Context: an optimization exercise on an open-source flow, tuned for small area and a short achievable clock period. The choices shown serve that exercise and are no tape-out recipe. The RTL was checked by simulation tests, not by an equivalence proof against the original design. Power and IR drop assume default switching activity.

Design execute, start of the top module:
module execute (
    input logic clk,
    input logic rst_n,
    input logic [31:0] instr_addr,  
    input logic [4:0] op_type,  
    input logic [6:0] op_spec,  
    input logic [4:0] rd_ind,  
    input logic [31:0] rs1_dat,  
    input logic [31:0] rs2_dat,  
    input logic [31:0] imm_val,  
    output logic [4:0] e_op_type,
    output logic [6:0] e_op_spec,
    output logic [4:0] e_rd_ind,
    output logic [31:0] e_reg_dat,
    output logic [31:0] e_jmp_addr,
    output logic e_jmp_tk,
    input logic flush,
    output logic [31:0] mem_addr_out,  
    output logic [31:0] mem_dat_out,  
    output logic mem_read_en,  
    output logic mem_write_en,  
    input logic stall_in_bk,  
    input logic stall_in_ft,  
    output logic stall_out_ft  
);
    localparam int K = 12;
    logic t_ar, t_mem, t_br, t_jmp;
    assign t_ar  = (op_type == 5'd0);
    assign t_mem = (op_type == 5'd1);
    assign t_br  = (op_type == 5'd2);
    assign t_jmp = (op_type == 5'd3);
    logic [5:0] sp;
    assign sp = op_spec[5:0];
    logic [31:0] a, b;
    assign a = rs1_dat;
    assign b = op_spec[6] ? imm_val : rs2_dat;
    logic do_sub;
    assign do_sub = t_br | (t_ar & (sp != 6'd0));
    logic [31:0] cb;
  ...
export LEC_CHECK = 0
export ABC_AREA = 1
export CAP_MARGIN = 20
export CORE_MARGIN = 2
export CORE_UTILIZATION = 50
export PLACE_DENSITY = 0.65
export SLEW_MARGIN = 20
export SYNTH_HIERARCHICAL = 1
export SYNTH_MINIMUM_KEEP_SIZE = 0
create_clock -name core_clock -period 110.0 [get_ports {clk}]
standard.sh (not shown) runs the stock make flow with config.mk's settings and CLKGATE_MAP_FILE= SYNTH_SCRIPT=/design/flow/synth_recipe.tcl, a recipe that flattens the netlist after the stock synthesis.
==> flow/flow/run.sh <==
#!/bin/bash
# The standard layout, except that synthesis maps some modules (kept separate by
# SYNTH_HIERARCHICAL) with their own ABC scripts and delay targets:
#   md_rows_hi / md_rows_lo (the multiply/divide array rows before / after the
#   result register): flow/abc_hi.script / flow/abc_lo.script
#   execute (the top module's own logic): flow/abc_top.script
#   fadd (the ALU / address adder): flow/abc_fadd.script
# Every other module uses the standard ABC script.
# Port buffers (one per input and output port, as standard) use buf_1 cells.
set -euo pipefail
W=$(pwd)
F=$W/flow
{
  cat <<EOT
proc abc {args} {
  set i [lsearch -exact \$args -script]
  foreach {sel scr} {*md_rows_hi* abc_hi *md_rows_lo* abc_lo execute abc_top fadd abc_fadd} {
    yosys abc {*}[lreplace \$args [expr {\$i + 1}] [expr {\$i + 1}] $F/\$scr.script] \$sel
  }
  yosys abc {*}\$args * *md_rows_hi* %d *md_rows_lo* %d execute %d fadd %d
}
EOT
  cat "$W/synth_recipe.tcl"
} > "$W/synth_split.tcl"
bash "$W/standard.sh" SYNTH_SCRIPT="$W/synth_split.tcl" "BUFFER_PORTS_ARGS=-buffer_cell sky130_fd_sc_hd__buf_1" finish > "$W/flow_make.log" 2>&1
==> flow/flow/abc_fadd.script <==
strash
dch
map -D 3500
topo
stime -c
buffer -c
upsize -c -D 3500
dnsize -c -D 3500
==> flow/flow/abc_hi.script <==
strash
dch
map -D 21000
topo
stime -c
buffer -c
upsize -c -D 21000
dnsize -c -D 21000
==> flow/flow/abc_lo.script <==
strash
dch
map -D 19000
topo
stime -c
buffer -c
upsize -c -D 19000
dnsize -c -D 19000
==> flow/flow/abc_top.script <==
strash
dch
map -D 2000
topo
stime -c
buffer -c
upsize -c -D 2000
dnsize -c -D 2000
The baseline passed the timing, design-rule and antenna checks.
Edit:
==> flow/flow/abc_hi.script (replaced) <==
strash
dch
map -D 26000
topo
stime -c
buffer -c
upsize -c -D 26000
dnsize -c -D 26000
Final cell count went down by 5.5%.
Design area went down by about 5%.
Count of clock-buffer cells in the layout went up by 1.
Wire length went down by about 5.5%.
Worst setup slack is worse by 1700 ps.
Via count went down by about 6%.
Clock skew stays the same.
Sequential share of layout area went up by 0.25 points.
Global-route usage went up by 0.53 points.
First-iteration DRC count went up by about 5.5%.
Clock power went up by about 1%.

execute, a different RTL version from the one above (not shown whole).
For scale: about 120 flip-flops, about 300 I/O pins, roughly 55000 µm² of cells after synthesis.
export LEC_CHECK = 0
export ABC_AREA = 1
export CAP_MARGIN = 20
export CORE_MARGIN = 2
export CORE_UTILIZATION = 50
export PLACE_DENSITY = 0.65
export SLEW_MARGIN = 20
create_clock -name core_clock -period 110.0 [get_ports {clk}]
run.sh (not shown) runs the stock make flow with config.mk's settings and CLKGATE_MAP_FILE= SYNTH_SCRIPT=/design/flow/synth_recipe.tcl, a recipe that flattens the netlist after the stock synthesis.
Stock flow here: none of the scripts above is used.
Edit:
==> flow/flow/run.sh (new file) <==
#!/bin/bash
# The standard layout, except that the port buffers (one per input and output
# port, as standard) use buf_1 cells.
set -euo pipefail
W=$(pwd)
bash "$W/standard.sh" "BUFFER_PORTS_ARGS=-buffer_cell sky130_fd_sc_hd__buf_1" finish > "$W/flow_make.log" 2>&1
==> flow/standard.sh (new file) <==
#!/bin/bash
# synth_recipe.tcl (not shown) runs the flow's synth.tcl, then flattens the netlist and writes it again
# the make line also repeats each setting of config.mk as NAME=value (left out here)
make -C /OpenROAD-flow-scripts/flow DESIGN_CONFIG=/design/flow/config.mk WORK_HOME=/design/flow/orfs CLKGATE_MAP_FILE= SYNTH_SCRIPT=/design/flow/synth_recipe.tcl "${@:-finish}"
CORE_UTILIZATION = 40   (was 50)
PLACE_DENSITY = default   (was 0.65)
removed: flow/run.sh
Effect: Area after synthesis is unchanged. Cell area shrinks by a few percent. Combinational power is about the same. Hold slack is about the same. Maximum frequency grows slightly. Setup slack is better by 230 ps. First-iteration DRC count shrinks by roughly a tenth. Clock skew does not change. Cell count grows by a few percent. Global-route usage shrinks by 7.8 points.

port drivers added, routing unchanged:
No port has a modelled driver above. Below, the same layouts with a new extraction and two added sets of constraints.
Step 1 (the two cells are an assumption about what drives the block):
set clk [get_ports {clk}]
set_driving_cell -lib_cell sky130_fd_sc_hd__clkbuf_16 $clk
set_driving_cell -lib_cell sky130_fd_sc_hd__buf_2 [delete_from_list [all_inputs] $clk]
Step 2 times the ports against the registers' clock, not the clock port: input delays grow and output delays shrink by t, the midpoint of the rising clock arrivals with the driver on.
Three values: no drivers, after step 1, after step 2; two values: the first two.
run | t (ns) | setup WS [ns] | worst setup path after step 2
the first run of note 1 | 0.500 | 51.190 / 51.122 / 51.623 | register to output
the second run of note 1 | 0.492 | 49.452 / 49.484 / 48.992 | input to register
the first run of note 2 | 0.568 | 54.192 / 54.133 / 54.701 | register to output
the second run of note 2 | 0.567 | 54.423 / 54.361 / 54.928 | register to output
After both steps setup and hold are still met in every run listed. For the second run of note 1, which loses most, drivers alone change the setup slack by +0.032 ns; drivers and shift together by -0.460 ns.
